Source: an optimization exercise on an open RTL-to-GDS flow (aim: small area). Production flows keep margins and buffers that such runs may drop. Function was checked by simulation only, so behaviour that the tests miss may differ from the original. No activity file was given, so power comes from the tool's default toggle rates.

--- run.sh ---
#!/bin/bash
# synth_recipe.tcl (not shown) runs the flow's synth.tcl, then flattens the netlist and writes it again
# the make line also repeats each setting of config.mk as NAME=value (left out here)
make -C /OpenROAD-flow-scripts/flow DESIGN_CONFIG=/design/flow/config.mk WORK_HOME=/design/flow/orfs CLKGATE_MAP_FILE= SYNTH_SCRIPT=/design/flow/synth_recipe.tcl finish
--- config.mk ---
export PLATFORM = sky130hd
export DESIGN_NAME = qspi_wrap
export DESIGN_NICKNAME = qspi_wrap
export VERILOG_FILES = /design/flow/design.v
export SDC_FILE = /design/flow/constraint.sdc
export NUM_CORES = 4
export LEC_CHECK = 0
export CAP_MARGIN = 20
export CORE_MARGIN = 2
export CORE_UTILIZATION = 40
export SLEW_MARGIN = 20
--- constraint.sdc ---
create_clock -name core_clock -period 10.0 [get_ports {clk}]
set_input_delay 2.0000 -clock core_clock [delete_from_list [all_inputs] [get_ports {clk}]]
set_output_delay 2.0000 -clock core_clock [all_outputs]
set_load 0.01 [all_outputs]
--- design.v ---
module dfflr # (
  parameter DW = 32
) (
  input               lden,
  input      [DW-1:0] dnxt,
  output     [DW-1:0] qout,
  input               clk,
  input               rst_n
);
reg [DW-1:0] qout_r;
always @(posedge clk or negedge rst_n)
begin : DFFLR_PROC
  if (rst_n == 1'b0)
    qout_r <= {DW{1'b0}};
  else if (lden == 1'b1)
    qout_r <=  dnxt;
end
assign qout = qout_r;
endmodule
module dfflrs # (
  parameter DW = 32
) (
  input               lden,
  input      [DW-1:0] dnxt,
  output     [DW-1:0] qout,
  input               clk,
  input               rst_n
);
reg [DW-1:0] qout_r;
always @(posedge clk or negedge rst_n)
begin : DFFLRS_PROC
  if (rst_n == 1'b0)
    qout_r <= {DW{1'b1}};
  else if (lden == 1'b1)
    qout_r <=  dnxt;
end
assign  qout = qout_r;
endmodule
module qspi (
    input               i_qspi_req_vld,
    output              i_qspi_req_rdy,
    input               i_qspi_req_read,
    input [7:0]         i_qspi_dat,
    input               i_qspi_dummy,
    input [1:0]         i_qspi_type,
    output              o_qspi_rsp_vld,
    input               o_qspi_rsp_rdy,
    output[7:0]         o_qspi_rsp_dat,
    input [1:0]         qspi_param_mode,
    input [3:0]         qspi_param_div,
    input               qspi_param_duxen,
    output              qspi_busy,
    output              qspi_sck,
    output              qspi_dq0_en,
    input               qspi_dq0_i,
    output              qspi_dq0_o,
    output              qspi_dq1_en,
    input               qspi_dq1_i,
    output              qspi_dq1_o,
    output              qspi_dq2_en,
    input               qspi_dq2_i,
    output              qspi_dq2_o,
    output              qspi_dq3_en,
    input               qspi_dq3_i,
    output              qspi_dq3_o,
    input               clk,
    input               rst_n
);
    wire    qspi_i_hsked    =   i_qspi_req_vld  & i_qspi_req_rdy;
    wire [7:0]  qspi_buf_dat_r;
    wire [7:0]  qspi_buf_dat_nxt;
    wire [1:0]  qspi_buf_type_r;
    wire [1:0]  qspi_buf_type_nxt;
    wire        qspi_buf_we_r;
    wire        qspi_buf_we_nxt;
    assign      qspi_buf_type_nxt   =   i_qspi_type;
    assign      qspi_buf_dat_nxt    =   i_qspi_dat;
    assign      qspi_buf_we_nxt     =   ~i_qspi_req_read;
    dfflr #(1)  qspi_buf_we_dfflr(qspi_i_hsked, qspi_buf_we_nxt, qspi_buf_we_r, clk, rst_n);
    dfflr #(8)  qspi_buf_dat_dfflr(qspi_i_hsked, qspi_buf_dat_nxt, qspi_buf_dat_r, clk, rst_n);
    dfflr #(2)  qspi_buf_type_dfflr(qspi_i_hsked, qspi_buf_type_nxt, qspi_buf_type_r, clk, rst_n);
    reg [10:0]  sck_div_count;
    always@(*) begin
        case (qspi_param_div)
            4'b0000 :       sck_div_count   = 11'h000; 
            4'b0001 :       sck_div_count   = 11'h001; 
            4'b0010 :       sck_div_count   = 11'h007; 
            4'b0011 :       sck_div_count   = 11'h00f; 
            4'b0100 :       sck_div_count   = 11'h003;
            4'b0101 :       sck_div_count   = 11'h01f;
            4'b0110 :       sck_div_count   = 11'h03f;
            4'b0111 :       sck_div_count   = 11'h07f;
            4'b1000 :       sck_div_count   = 11'h0ff;
            4'b1001 :       sck_div_count   = 11'h1ff;
            4'b1010 :       sck_div_count   = 11'h3ff;
            4'b1011 :       sck_div_count   = 11'h7ff;
            default :       sck_div_count   = 11'h000;
        endcase
    end
    wire [10:0] sck_div_count_r;
    wire [10:0] sck_div_count_nxt;
    wire        sck_div_count_ena;
    wire        div_counting_complete   =   (sck_div_count_r == sck_div_count);
    assign      sck_div_count_nxt       =   (sck_div_count_r == sck_div_count) ? 0 : sck_div_count_r + 1;
    dfflr #(11) sck_div_count_dfflr(sck_div_count_ena, sck_div_count_nxt, sck_div_count_r, clk, rst_n);
    localparam  QSPI_STATE_IDLE         =   2'b00;
    localparam  QSPI_STATE_DUMMY        =   2'b01;
    localparam  QSPI_STATE_TRANSF       =   2'b10;
    wire [1:0]  qspi_state_r;
    wire [1:0]  qspi_state_nxt;
    wire        qspi_state_ena;
    dfflr #(2)  qspi_state_dfflr(qspi_state_ena, qspi_state_nxt, qspi_state_r, clk, rst_n);
    wire        qspi_state_is_idle      =   (qspi_state_r == QSPI_STATE_IDLE);
    wire        qspi_state_is_transfer  =   (qspi_state_r == QSPI_STATE_TRANSF);
    wire        qspi_state_is_dummy     =   (qspi_state_r == QSPI_STATE_DUMMY);
    wire        qspi_state_idle_ena;
    wire        qspi_state_transfer_ena;
    wire        qspi_state_dummy_ena;
    wire [1:0]  qspi_state_transfer_nxt;
    wire [1:0]  qspi_state_idle_nxt;
    wire [1:0]  qspi_state_dummy_nxt;
    assign      sck_div_count_ena       =   qspi_state_is_transfer | qspi_state_is_dummy;
    localparam  SCK_LOW =   1'b0;
    localparam  SCK_HIGH=   1'b1;
    wire        bit_state_r;
    wire        bit_state_nxt;
    wire        bit_state_ena;
    wire        bit_state_is_sck_high   =   (bit_state_r == SCK_HIGH);
    wire        bit_state_is_sck_low    =   (bit_state_r == SCK_LOW);
    assign      bit_state_ena           =   div_counting_complete | qspi_state_is_idle;
    assign      bit_state_nxt           =   qspi_state_is_idle &(
                                                                qspi_i_hsked ? (
                                                                                     ((qspi_param_mode == 2'b00) | (qspi_param_mode == 2'b11)) & SCK_LOW
                                                                                    |((qspi_param_mode == 2'b10) | (qspi_param_mode == 2'b01)) & SCK_HIGH
                                                                                    ) : qspi_param_mode[1]
                                                                    )
                                           |qspi_state_is_transfer  & (
                                                                        qspi_state_transfer_ena &(
                                                                                                    (qspi_state_transfer_nxt == QSPI_STATE_IDLE)  & qspi_param_mode[1]
                                                                                                   |(qspi_state_transfer_nxt == QSPI_STATE_TRANSF)& ~bit_state_r
                                                                                                   |(qspi_state_transfer_nxt == QSPI_STATE_DUMMY) & ~bit_state_r
                                                                                                    )
                                                                       |~qspi_state_transfer_ena& ~bit_state_r
                                                                        )
                                           |qspi_state_is_dummy     & (
                                                                        qspi_state_dummy_ena & (
                                                                                                    (qspi_state_dummy_nxt == QSPI_STATE_IDLE)   & qspi_param_mode[1]
                                                                                                   |(qspi_state_dummy_nxt == QSPI_STATE_TRANSF) & ~bit_state_r
                                                                                                   |(qspi_state_dummy_nxt == QSPI_STATE_DUMMY)  & ~bit_state_r
                                                                                                    )
                                                                       |~qspi_state_dummy_ena & ~bit_state_r
                                                                        );    
    dfflr #(1)  bit_state_dfflr(bit_state_ena, bit_state_nxt, bit_state_r, clk, rst_n);                                             
    wire [7:0]  bit_count_r;
    wire [7:0]  bit_count_nxt;
    wire        bit_count_ena;
    assign      bit_count_nxt           =   {8{qspi_state_is_transfer}} & (
                                                                            {8{~qspi_i_hsked}} & (
                                                                                                    ({8{qspi_buf_type_r == 2'b00}} & (bit_count_r + 1))
                                                                                                |   ({8{qspi_buf_type_r == 2'b01}} & (bit_count_r + 2))
                                                                                                |   ({8{qspi_buf_type_r == 2'b10}} & (bit_count_r + 4))
                                                                                                    )
                                                                        |   {8{qspi_i_hsked}} & 8'h00
                                                                            )
                                        |   {8{qspi_state_is_dummy}}    &   (
                                                                                {8{~qspi_i_hsked}} & (bit_count_r + 1)
                                                                            |   {8{qspi_i_hsked}}  & 8'h00
                                                                                )
                                        |   {8{qspi_state_is_idle}}     &   8'd0;
    assign      bit_count_ena           =   qspi_state_is_idle 
                                        |   qspi_state_is_transfer  & (
                                                                        ((qspi_param_mode == 2'b00) | (qspi_param_mode == 2'b11)) & bit_state_is_sck_high& bit_state_ena
                                                                    |   ((qspi_param_mode == 2'b01) | (qspi_param_mode == 2'b10)) & bit_state_is_sck_low & bit_state_ena
                                                                        )
                                        |   qspi_state_is_dummy     & (
                                                                        ((qspi_param_mode == 2'b00) | (qspi_param_mode == 2'b11)) & bit_state_is_sck_high& bit_state_ena
                                                                    |   ((qspi_param_mode == 2'b01) | (qspi_param_mode == 2'b10)) & bit_state_is_sck_low & bit_state_ena
                                                                        );
    dfflr #(8)  bit_count_dfflr(bit_count_ena, bit_count_nxt, bit_count_r, clk, rst_n);
    wire [7:0]  qspi_bit_idx            =   8'b10000000 >> bit_count_r;
    wire [7:0]  qspi_dat_rx_r;
    wire [7:0]  qspi_dat_rx_nxt;
    wire [7:0]  qspi_dat_rx_ena;
    wire        qspi_dat_rx_vld_r;
    wire        qspi_dat_rx_vld_nxt;
    wire        qspi_dat_rx_vld_set;
    wire        qspi_dat_rx_vld_clr;
    wire        qspi_dat_rx_vld_ena;
    assign      qspi_dat_rx_vld_set     =   qspi_state_is_transfer & (
                                                                        (qspi_buf_type_r == 2'b00) & ( 
                                                                                                        ((qspi_param_mode == 2'b00) | (qspi_param_mode == 2'b11)) & bit_state_is_sck_low & bit_state_ena & (bit_count_r == 7)
                                                                                                    |   ((qspi_param_mode == 2'b01) | (qspi_param_mode == 2'b10)) & bit_state_is_sck_high& bit_state_ena & (bit_count_r == 7)
                                                                                                        ) & (~qspi_buf_we_r | qspi_buf_we_r & qspi_param_duxen)
                                                                    |   (qspi_buf_type_r == 2'b01) & ( 
                                                                                                        ((qspi_param_mode == 2'b00) | (qspi_param_mode == 2'b11)) & bit_state_is_sck_low & bit_state_ena & (bit_count_r == 6)
                                                                                                    |   ((qspi_param_mode == 2'b01) | (qspi_param_mode == 2'b10)) & bit_state_is_sck_high& bit_state_ena & (bit_count_r == 6)
                                                                                                        ) & ~qspi_buf_we_r                                                                                                        
                                                                    |   (qspi_buf_type_r == 2'b10) & ( 
                                                                                                        ((qspi_param_mode == 2'b00) | (qspi_param_mode == 2'b11)) & bit_state_is_sck_low & bit_state_ena & (bit_count_r == 4)
                                                                                                    |   ((qspi_param_mode == 2'b01) | (qspi_param_mode == 2'b10)) & bit_state_is_sck_high& bit_state_ena & (bit_count_r == 4)
                                                                                                        ) & ~qspi_buf_we_r                                                                                                        
                                                                        );
    wire        qspi_rsp_hsked          =   o_qspi_rsp_vld & o_qspi_rsp_rdy;
    assign      qspi_dat_rx_vld_clr     =   qspi_rsp_hsked;
    assign      qspi_dat_rx_vld_ena     =   qspi_dat_rx_vld_set | qspi_dat_rx_vld_clr;
    assign      qspi_dat_rx_vld_nxt     =   qspi_dat_rx_vld_set | ~qspi_dat_rx_vld_clr;
    dfflr #(1)  qspi_dat_rx_vld_dfflr(qspi_dat_rx_vld_ena, qspi_dat_rx_vld_nxt, qspi_dat_rx_vld_r, clk, rst_n);
    assign      o_qspi_rsp_vld          =   qspi_dat_rx_vld_r;
    assign      o_qspi_rsp_dat          =   qspi_dat_rx_r;
    genvar i;
    generate
        for(i=0; i<8; i=i+1) begin
            assign  qspi_dat_rx_ena[i]  =   qspi_state_is_transfer & (
                                                                        (qspi_buf_type_r == 2'b00) & ( 
                                                                                                        ((qspi_param_mode == 2'b00) | (qspi_param_mode == 2'b11)) & bit_state_is_sck_low & bit_state_ena
                                                                                                    |   ((qspi_param_mode == 2'b10) | (qspi_param_mode == 2'b01)) & bit_state_is_sck_high& bit_state_ena
                                                                                                        ) & (qspi_param_duxen | ~qspi_buf_we_r) & (qspi_bit_idx == (8'b00000001 << i))
                                                                    |   (qspi_buf_type_r == 2'b01) & ( 
                                                                                                        ((qspi_param_mode == 2'b00) | (qspi_param_mode == 2'b11)) & bit_state_is_sck_low & bit_state_ena
                                                                                                    |   ((qspi_param_mode == 2'b01) | (qspi_param_mode == 2'b10)) & bit_state_is_sck_high& bit_state_ena
                                                                                                        ) & ~qspi_buf_we_r & ((qspi_bit_idx == (8'b00000001 << i)) | ((qspi_bit_idx >> 1) == (8'b00000001 << i)))
                                                                    |   (qspi_buf_type_r == 2'b10) & ( 
                                                                                                        ((qspi_param_mode == 2'b00) | (qspi_param_mode == 2'b11)) & bit_state_is_sck_low & bit_state_ena
                                                                                                    |   ((qspi_param_mode == 2'b01) | (qspi_param_mode == 2'b10)) & bit_state_is_sck_high& bit_state_ena
                                                                                                        ) & ~qspi_buf_we_r & (
                                                                                                                                ((qspi_bit_idx) == (8'b00000001 << i))
                                                                                                                            |   ((qspi_bit_idx >> 1) == (8'b00000001 << i))
                                                                                                                            |   ((qspi_bit_idx >> 2) == (8'b00000001 << i))
                                                                                                                            |   ((qspi_bit_idx >> 3) == (8'b00000001 << i))
                                                                                                                                )                                                                                      
                                                                        );
            assign  qspi_dat_rx_nxt[i]  =   (qspi_buf_type_r == 2'b00) & qspi_dq0_i
                                        |   (qspi_buf_type_r == 2'b01) & (
                                                                            ((8'b00000001 << i) == (qspi_bit_idx)) & qspi_dq1_i
                                                                        |   ((8'b00000001 << i) == (qspi_bit_idx >> 1)) & qspi_dq0_i
                                                                            )
                                        |   (qspi_buf_type_r == 2'b10) & (
                                                                            ((8'b00000001 << i) == (qspi_bit_idx)) & qspi_dq3_i    
                                                                        |   ((8'b00000001 << i) == (qspi_bit_idx >> 1)) & qspi_dq2_i  
                                                                        |   ((8'b00000001 << i) == (qspi_bit_idx >> 2)) & qspi_dq1_i  
                                                                        |   ((8'b00000001 << i) == (qspi_bit_idx >> 3)) & qspi_dq0_i  
                                        );                 
            dfflr #(1) qspi_dat_rx_dfflr(qspi_dat_rx_ena[i], qspi_dat_rx_nxt[i], qspi_dat_rx_r[i], clk, rst_n);                                                                                                   
        end
    endgenerate
    assign      qspi_state_idle_ena     =   qspi_state_is_idle & qspi_i_hsked;
    assign      qspi_state_dummy_ena    =   qspi_state_is_dummy     &   (
                                                                            ((qspi_param_mode == 2'b00) | (qspi_param_mode == 2'b11)) & bit_state_is_sck_high & bit_state_ena
                                                                        |   ((qspi_param_mode == 2'b01) | (qspi_param_mode == 2'b10)) & bit_state_is_sck_low  & bit_state_ena
                                                                            ) & (bit_count_r == qspi_buf_dat_r);
    assign      qspi_state_transfer_ena =   qspi_state_is_transfer  & (
                                                                        (qspi_buf_type_r == 2'b00) & ( 
                                                                                                        ((qspi_param_mode == 2'b00) | (qspi_param_mode == 2'b11)) & bit_state_is_sck_high& bit_state_ena & (bit_count_r == 7)
                                                                                                    |   ((qspi_param_mode == 2'b01) | (qspi_param_mode == 2'b10)) & bit_state_is_sck_low & bit_state_ena & (bit_count_r == 7)
                                                                                                        ) 
                                                                    |   (qspi_buf_type_r == 2'b01) & ( 
                                                                                                        ((qspi_param_mode == 2'b00) | (qspi_param_mode == 2'b11)) & bit_state_is_sck_high& bit_state_ena & (bit_count_r == 6)
                                                                                                    |   ((qspi_param_mode == 2'b01) | (qspi_param_mode == 2'b10)) & bit_state_is_sck_low & bit_state_ena & (bit_count_r == 6)
                                                                                                        )                                                                                                        
                                                                    |   (qspi_buf_type_r == 2'b10) & ( 
                                                                                                        ((qspi_param_mode == 2'b00) | (qspi_param_mode == 2'b11)) & bit_state_is_sck_high& bit_state_ena & (bit_count_r == 4)
                                                                                                    |   ((qspi_param_mode == 2'b01) | (qspi_param_mode == 2'b10)) & bit_state_is_sck_low & bit_state_ena & (bit_count_r == 4)
                                                                                                        )                                                                                                        
                                                                        );
    assign      qspi_state_ena          =   qspi_state_idle_ena | qspi_state_dummy_ena | qspi_state_transfer_ena;
    assign      qspi_state_idle_nxt     =   qspi_dat_rx_vld_r & ~qspi_rsp_hsked ? QSPI_STATE_IDLE :
                                                                                i_qspi_dummy ? QSPI_STATE_DUMMY :
                                                                                               QSPI_STATE_TRANSF;
    assign      qspi_state_dummy_nxt    =   {2{qspi_i_hsked & i_qspi_dummy}} & QSPI_STATE_DUMMY
                                        |   {2{qspi_i_hsked & ~i_qspi_dummy}}& QSPI_STATE_TRANSF
                                        |   {2{~qspi_i_hsked}}               & QSPI_STATE_IDLE;
    assign      qspi_state_transfer_nxt =   {2{qspi_i_hsked & i_qspi_dummy}} & QSPI_STATE_DUMMY
                                        |   {2{qspi_i_hsked & ~i_qspi_dummy}}& QSPI_STATE_TRANSF
                                        |   {2{~qspi_i_hsked}}               & QSPI_STATE_IDLE;     
    assign      qspi_state_nxt          =   {2{qspi_state_is_idle}} & qspi_state_idle_nxt
                                        |   {2{qspi_state_is_dummy}}& qspi_state_dummy_nxt
                                        |   {2{qspi_state_is_transfer}} & qspi_state_transfer_nxt;                                                    
    assign      i_qspi_req_rdy          =   qspi_state_is_idle & (~qspi_dat_rx_vld_r | qspi_dat_rx_vld_clr)
                                        |   qspi_state_dummy_ena
                                        |   qspi_state_transfer_ena;                                                               
    assign      qspi_sck                =   bit_state_is_sck_high;
    assign      qspi_dq0_o              =   (qspi_buf_type_r == 2'b00) & |(qspi_buf_dat_r & qspi_bit_idx)
                                        |   (qspi_buf_type_r == 2'b01) & |(qspi_buf_dat_r & (qspi_bit_idx >> 1))
                                        |   (qspi_buf_type_r == 2'b10) & |(qspi_buf_dat_r & (qspi_bit_idx >> 3));
    assign      qspi_dq0_en             =   qspi_state_is_transfer;
    assign      qspi_dq1_o              =   (qspi_buf_type_r == 2'b01) & |(qspi_buf_dat_r & qspi_bit_idx)
                                        |   (qspi_buf_type_r == 2'b10) & |(qspi_buf_dat_r & (qspi_bit_idx >> 2));
    assign      qspi_dq1_en             =   qspi_state_is_transfer & (qspi_buf_type_r != 2'b00);
    assign      qspi_dq2_o              =   |(qspi_buf_dat_r & (qspi_bit_idx >> 1));
    assign      qspi_dq2_en             =   qspi_state_is_transfer & (qspi_buf_type_r == 2'b10);
    assign      qspi_dq3_o              =   |(qspi_buf_dat_r & qspi_bit_idx);
    assign      qspi_dq3_en             =   qspi_state_is_transfer & (qspi_buf_type_r == 2'b10);
    assign      qspi_busy               =   (qspi_state_r != QSPI_STATE_IDLE);
endmodule
module qspi_wrap(
    input               qspi_if_req_vld,
    output              qspi_if_req_rdy,
    input   [3:0]       qspi_if_req_addr,
    input               qspi_if_req_read,
    input   [7:0]       qspi_if_req_dat,
    output              qspi_if_rsp_vld,
    input               qspi_if_rsp_rdy,
    output  [7:0]       qspi_if_rsp_dat,
    output              qspi_if_switch_qspi,
    output              qspi_if_sck,
    output              qspi_if_csn,
    output              qspi_if_dq0_en,
    input               qspi_if_dq0_i,
    output              qspi_if_dq0_o,
    output              qspi_if_dq1_en,
    input               qspi_if_dq1_i,
    output              qspi_if_dq1_o,
    output              qspi_if_dq2_en,
    input               qspi_if_dq2_i,
    output              qspi_if_dq2_o,
    output              qspi_if_dq3_en,
    input               qspi_if_dq3_i,
    output              qspi_if_dq3_o,
    input               clk,
    input               rst_n
);
    wire    [7:0]       qspi_config0_r;
    wire    [7:0]       qspi_config0_nxt;
    wire                qspi_config0_wen;
    assign              qspi_config0_nxt    =   qspi_if_req_dat;
    dfflr #(8)  qspi_config0_dfflr(qspi_config0_wen, qspi_config0_nxt, qspi_config0_r, clk, rst_n);
    wire    [7:0]       qspi_config1_r;
    wire    [7:0]       qspi_config1_nxt;
    wire                qspi_config1_wen;
    assign              qspi_config1_nxt    =   qspi_if_req_dat;
    dfflr #(7)  qspi_config1_dfflr(qspi_config1_wen, {qspi_config1_nxt[7:4], qspi_config1_nxt[2:0]}, {qspi_config1_r[7:4], qspi_config1_r[2:0]}, clk, rst_n);
    dfflrs #(1) qspi_config1_dfflrs(qspi_config1_wen, qspi_config1_nxt[3], qspi_config1_r[3], clk, rst_n);
    wire    [7:0]       qspi_switch_r;
    wire    [7:0]       qspi_switch_nxt;
    wire                qspi_switch_wen;
    assign              qspi_switch_nxt     =   qspi_if_req_dat;
    dfflr #(8)  qspi_switch_dfflr(qspi_switch_wen, qspi_switch_nxt, qspi_switch_r, clk, rst_n);
    wire    qspi_config0_sel    =   (qspi_if_req_addr == 4'b0000);
    wire    qspi_config1_sel    =   (qspi_if_req_addr == 4'b0001);
    wire    qspi_data_sel       =   (qspi_if_req_addr == 4'b0010);
    wire    qspi_switch_sel     =   (qspi_if_req_addr == 4'b0011);
    wire    qspi_if_req_hsked   =   qspi_if_req_vld & qspi_if_req_rdy;
    assign  qspi_config0_wen    =   qspi_config0_sel & qspi_if_req_hsked;
    assign  qspi_config1_wen    =   qspi_config1_sel & qspi_if_req_hsked;
    assign  qspi_switch_wen     =   qspi_switch_sel  & qspi_if_req_hsked;
    assign  qspi_if_switch_qspi =   qspi_switch_r[0];
    wire        qspi_req_vld;
    wire        qspi_req_rdy;
    wire        qspi_req_read;
    wire [7:0]  qspi_req_dat;
    wire        qspi_dummy;
    wire [1:0]  qspi_type;
    wire        qspi_busy;
    wire        qspi_rsp_vld;
    wire        qspi_rsp_rdy;
    wire [7:0]  qspi_rsp_dat;
    assign      qspi_if_req_rdy =   qspi_req_rdy;
    assign      qspi_req_vld    =   qspi_if_req_vld & qspi_data_sel;
    assign      qspi_req_read   =   qspi_if_req_read;
    assign      qspi_dummy      =   qspi_config0_r[5];
    assign      qspi_type       =   qspi_config0_r[4:3];
    assign      qspi_req_dat    =   qspi_if_req_dat;
    wire        qspi_read_tr_r;
    wire        qspi_read_tr_nxt;
    wire        qspi_read_tr_ena;
    wire        qspi_read_tr_set;
    wire        qspi_read_tr_clr;
    assign      qspi_read_tr_set    =   qspi_if_req_hsked & qspi_data_sel & qspi_if_req_read;
    assign      qspi_read_tr_clr    =   qspi_rsp_vld & qspi_rsp_rdy;
    assign      qspi_read_tr_ena    =   qspi_read_tr_set | qspi_read_tr_clr;
    assign      qspi_read_tr_nxt    =   qspi_read_tr_set | ~qspi_read_tr_clr;
    dfflr #(1)  qspi_read_tr_dfflr(qspi_read_tr_ena, qspi_read_tr_nxt, qspi_read_tr_r, clk, rst_n);
    wire [1:0]  qspi_param_mode;
    wire [3:0]  qspi_param_div;
    wire        qspi_param_duxen;
    assign      qspi_param_mode =   qspi_config0_r[7:6];
    assign      qspi_param_div  =   qspi_config1_r[7:4];
    assign      qspi_param_duxen=   qspi_config0_r[2];
    qspi u_qspi(
        .i_qspi_req_vld(qspi_req_vld),
        .i_qspi_req_rdy(qspi_req_rdy),
        .i_qspi_req_read(qspi_req_read),
        .i_qspi_dat(qspi_req_dat),
        .i_qspi_dummy(qspi_dummy),
        .i_qspi_type(qspi_type),
        .o_qspi_rsp_vld(qspi_rsp_vld),
        .o_qspi_rsp_rdy(qspi_rsp_vld),
        .o_qspi_rsp_dat(qspi_rsp_dat),
        .qspi_param_mode(qspi_param_mode),
        .qspi_param_div(qspi_param_div),
        .qspi_param_duxen(qspi_param_duxen),
        .qspi_busy(qspi_busy),
        .qspi_sck(qspi_if_sck),
        .qspi_dq0_en(qspi_if_dq0_en),
        .qspi_dq0_o(qspi_if_dq0_o),
        .qspi_dq0_i(qspi_if_dq0_i),
        .qspi_dq1_en(qspi_if_dq1_en),
        .qspi_dq1_o(qspi_if_dq1_o),
        .qspi_dq1_i(qspi_if_dq1_i),
        .qspi_dq2_en(qspi_if_dq2_en),
        .qspi_dq2_o(qspi_if_dq2_o),
        .qspi_dq2_i(qspi_if_dq2_i),
        .qspi_dq3_en(qspi_if_dq3_en),
        .qspi_dq3_o(qspi_if_dq3_o),
        .qspi_dq3_i(qspi_if_dq3_i),
        .clk(clk),
        .rst_n(rst_n)
    );
    assign  qspi_if_rsp_vld     =   qspi_read_tr_r ? qspi_rsp_vld : 1'b1;
    assign  qspi_rsp_rdy        =   qspi_if_rsp_rdy;
    assign  qspi_if_rsp_dat     =   {8{qspi_config0_sel}}   & qspi_config0_r
                                   |{8{qspi_config1_sel}}   & {qspi_config1_r[7:3], qspi_busy, 2'b00}   
                                   |{8{qspi_data_sel}}      & qspi_rsp_dat;
    assign  qspi_if_csn         =   qspi_config1_r[3];
endmodule
==> run summary <==
status=complete, no violations; Initial DRC Count=358; CTS Hold Bufs=0; Total Wirelength=12.98 mm; first-pass GRT wire length=20.86 mm; vias in the first global route=3917; top area cells in the synthesized netlist=dfrtp_1 (31%), mux2_4 (4.7%), nand2_1 (4.6%); post-DP HPWL=9.443 mm; crit path buf inv count=2; area delta synth->final=16.24%; DRT Pass-1 Iters=5; slowest CP cell=nor2b_1; sink count of the clock tree=57; post-route clock period utilization=62.73%; grt ovf=0; drc violations=0; GRT Total Usage=22.27%; Critical Path Max Stage Delay=0.63 ns; layout cells sized above 1=11.73%; Inserted Diodes=0; Post-synth ARST share=100.0%; DR vias/cell=6.202; Clock Path Buffers=2; root buffer cell=clkbuf_16; Worst Path Max Fanout=10; placed cells=661; area of the core=10940 sq um; FMAX=0.1594 GHz; count of final max-slew check failures=0; synth warn=7; Post-Layout Cell Count=677; Resize count post-CTS=0; leading area contributor after synthesis=dfrtp_1; largest net degree at the start of global routing=58; antenna-violating nets left=0; Worst setup EP type=primary output; Critical Path Start Type=input pin; worst path cell trace=clkdlybuf4s50_1, nor3b_1, nor2b_1, a22oi_1, nand2_1, clkdlybuf4s50_1; Slew Limit Headroom=32.60%; Min Clock Period, post-route=6.273 ns; Peak VDD IR=0.0002004 V; Syn Inst Count=517; Clock Pin Slew Worst Setup and Hold Paths=0.05 ns; Cell variety after synth=74; Num CTS Buffers=9; Initial Util=41.22%; most used cell along the critical path=clkdlybuf4s50_1; Post-Syn Area=4508 sq um; final hold violation count=0; Worst path top cell family by delay=buffers and inverters; io pins=42; Max Cap Viol=0; Util after Layout=47.92%; Worst Path Arrival=4.27 ns; Yosys reg bits=57; Worst Tran Pin Value=1.003 ns; post-synth net total=548; static leakage=0.002112 uW; CTS tree=built; H-tree lvl count=3; PD cells=291.4 nW/um^2; buffers inserted by post-CTS timing repair=0; Post-synth EDFFs=0; CP Data Required Time=8.00 ns; Die Height=110.2 microns; die area=12140 sq um; post-synthesis sequential area ratio=31.67%; WL/cell=19.18 microns; Die W=110.2 microns; initial antenna violation count=0; via count=4199; Final #Nets=563; top cell type's share of synthesized area=31.09%; unrepaired setup endpoints after global routing=no; Clock Latency Late Sink=0.33 ns; top_reg_cell synth=dfrtp_1; gpl congestion=0.8897; Mean Syn Cell Area=8.720 sq um; crit path kind=input pin to primary output; Hold WC Path Type=flip-flop to flip-flop; row count=38; TNS Setup=0 ns; Fillers=1061; Port Buffers=41; clock skew=0.008214 ns; Final setup violation count=0
## synthesized netlist by cell type, types with 5 or more instances
| library cell | instances |
|---|---|
| dfrtp_1 | 56 |
| buf_2 | 9 |
| a32oi_1 | 5 |
| a22oi_1 | 10 |
| a31oi_1 | 12 |
| mux2_4 | 14 |
| a22o_1 | 15 |
| xnor2_1 | 17 |
| o22ai_1 | 7 |
| nand3_1 | 21 |
| mux2i_1 | 6 |
| a221oi_1 | 6 |
| nand2_1 | 55 |
| o21ai_0 | 33 |
| clkbuf_1 | 24 |
| nand4_1 | 8 |
| ha_1 | 10 |
| nor2b_1 | 6 |
| inv_1 | 18 |
| mux2_2 | 17 |
| mux2_1 | 5 |
| nor2_1 | 32 |
| nand2b_1 | 6 |
| a21oi_1 | 18 |
| nor3_1 | 14 |
## area by class of cell
| cell class | count | area (sq um) | share of cell area (%) |
|---|---|---|---|
| flip-flops and latches | 57 | 1428 | 27.24 |
| inverters | 19 | 71.32 | 1.361 |
| repair buffers | 46 | 442.9 | 8.453 |
| multi-input cells | 399 | 2804 | 53.51 |
| well taps | 140 | 175.2 | 3.343 |
| clock buffers | 14 | 284.0 | 5.420 |
| clock inverters | 2 | 35.03 | 0.6686 |
## tightest hold or removal path, stage by stage (launching register included)
cell	delay, ns
dfrtp_1	0.34
nand2_1	0.04
o21ai_0	0.06
## metrics by stage
step,power [uW],cell area [sq um],setup WS [ns],hold slack (ns)
6_report,1527,5240,3.727,0.4767
5_1_grt,1629,5240,3.550,0.5398
4_1_cts,1524,5240,3.711,0.4814
3_5_place_dp,1193,4921,3.726,0.4704
3_3_place_gp,1176,4915,3.699,0.4679
2_1_floorplan,956.9,4508,4.911,0.4487
## placed cells by master (no fill, tap or decap), types with 4 or more instances in the layout
master and count:
a211oi_1 4, a21oi_1 18, a221oi_1 6, a22o_1 15, a22oi_1 10, a31oi_1 12
a32oi_1 5, and2_1 4, and3_1 4, buf_4 5, clkbuf_16 9, clkbuf_8 4
clkdlybuf4s50_1 40, dfrtp_1 56, ha_1 10, inv_1 18, mux2_1 5, mux2_2 17
mux2_4 14, mux2i_1 6, nand2_1 55, nand2b_1 6, nand3_1 21, nand4_1 8
nor2_1 32, nor2b_1 6, nor3_1 14, nor3b_1 4, o21ai_0 33, o22ai_1 7
o2bb2ai_1 4, xnor2_1 17, xor2_1 4
## registers in the layout, summed over array words and instances, names as in the netlist
signal                                   count
u_qspi.genblk1.qspi_dat_rx_dfflr.qout_r      8
qspi_switch_dfflr.qout_r                     1
qspi_read_tr_dfflr.qout_r                    1
u_qspi.bit_count_dfflr.qout_r                8
qspi_config1_dfflrs.qout_r                   1
u_qspi.qspi_buf_we_dfflr.qout_r              1
u_qspi.sck_div_count_dfflr.qout_r           11
u_qspi.qspi_state_dfflr.qout_r               2
u_qspi.qspi_dat_rx_vld_dfflr.qout_r          1
qspi_config0_dfflr.qout_r                    8
u_qspi.qspi_buf_dat_dfflr.qout_r             8
u_qspi.qspi_buf_type_dfflr.qout_r            2
qspi_config1_dfflr.qout_r                    4
u_qspi.bit_state_dfflr.qout_r                1
## power by group
| group | internal [uW] | switching (uW) | leakage, uW |
|---|---|---|---|
| clock | 219 | 101 | 0.000159 |
| combinational | 333 | 407 | 0.00122 |
| sequential | 310 | 157 | 0.000729 |
| total | 862 | 665 | 0.00211 |
## layer usage
layer	vias to the layer above	part of all wire [%]	global-route usage, %
li1	1961	-	-
met1	2057	46	31.87
met2	171	46	34.71
met3	10	6.7	4.233
met4	0	1.0	5.446
met5	-	0	0
## kinds of logic after synthesis
logic type | share of synthesized area [%]
compound gates | 24.06
xor+xnor | 4.080
fa+ha+maj | 2.775
buf+inv | 6.272
flops | 31.67
mux | 11.99
simple gates | 19.15
## final timing paths
path                                                         startpoint  depth (start not counted)  slack, ns                                          endpoint
setup / recovery                                    qspi_if_req_addr[1]                          6       3.73                                qspi_if_rsp_dat[5]
hold / removal                    qspi_read_tr_dfflr.qout_r$_DFFE_PN0P_                          2       0.48             qspi_read_tr_dfflr.qout_r$_DFFE_PN0P_
setup reg to reg           u_qspi.bit_count_dfflr.qout_r[1]$_DFFE_PN0P_                          8       6.52          qspi_config1_dfflr.qout_r[4]$_DFFE_PN0P_
hold reg to reg                   qspi_read_tr_dfflr.qout_r$_DFFE_PN0P_                          2       0.48             qspi_read_tr_dfflr.qout_r$_DFFE_PN0P_
max in group asynchronous                                         rst_n                          2       7.67  u_qspi.qspi_buf_type_dfflr.qout_r[1]$_DFFE_PN0P_
min in group asynchronous                                         rst_n                          2       1.81      u_qspi.bit_count_dfflr.qout_r[4]$_DFFE_PN0P_

static timing again, ports no longer ideal:
Ports are ideal in the flow. The routed layout listed here was re-timed in OpenROAD. Step 1 sets driving cells, clkbuf_16 on the clock port and buf_2 on the other inputs (assumed; they add their load-dependent delay and slew). Step 2 moves the port delays by t, midway between the first and last clock arrival at a register: inputs arrive t later, outputs are due t later. That takes back most of the time a late clock gives input paths. Slacks: no drivers / after step 1 / after step 2; pairs: no drivers / after step 1.
t (ns): 0.357
setup slack, ns: 3.727 / 3.701 / 3.701
worst data-port slew with drivers (ns): 0.04
After both steps this run still meets setup and hold. For this run, drivers alone change the setup slack by -0.026 ns; drivers and shift together by -0.026 ns.
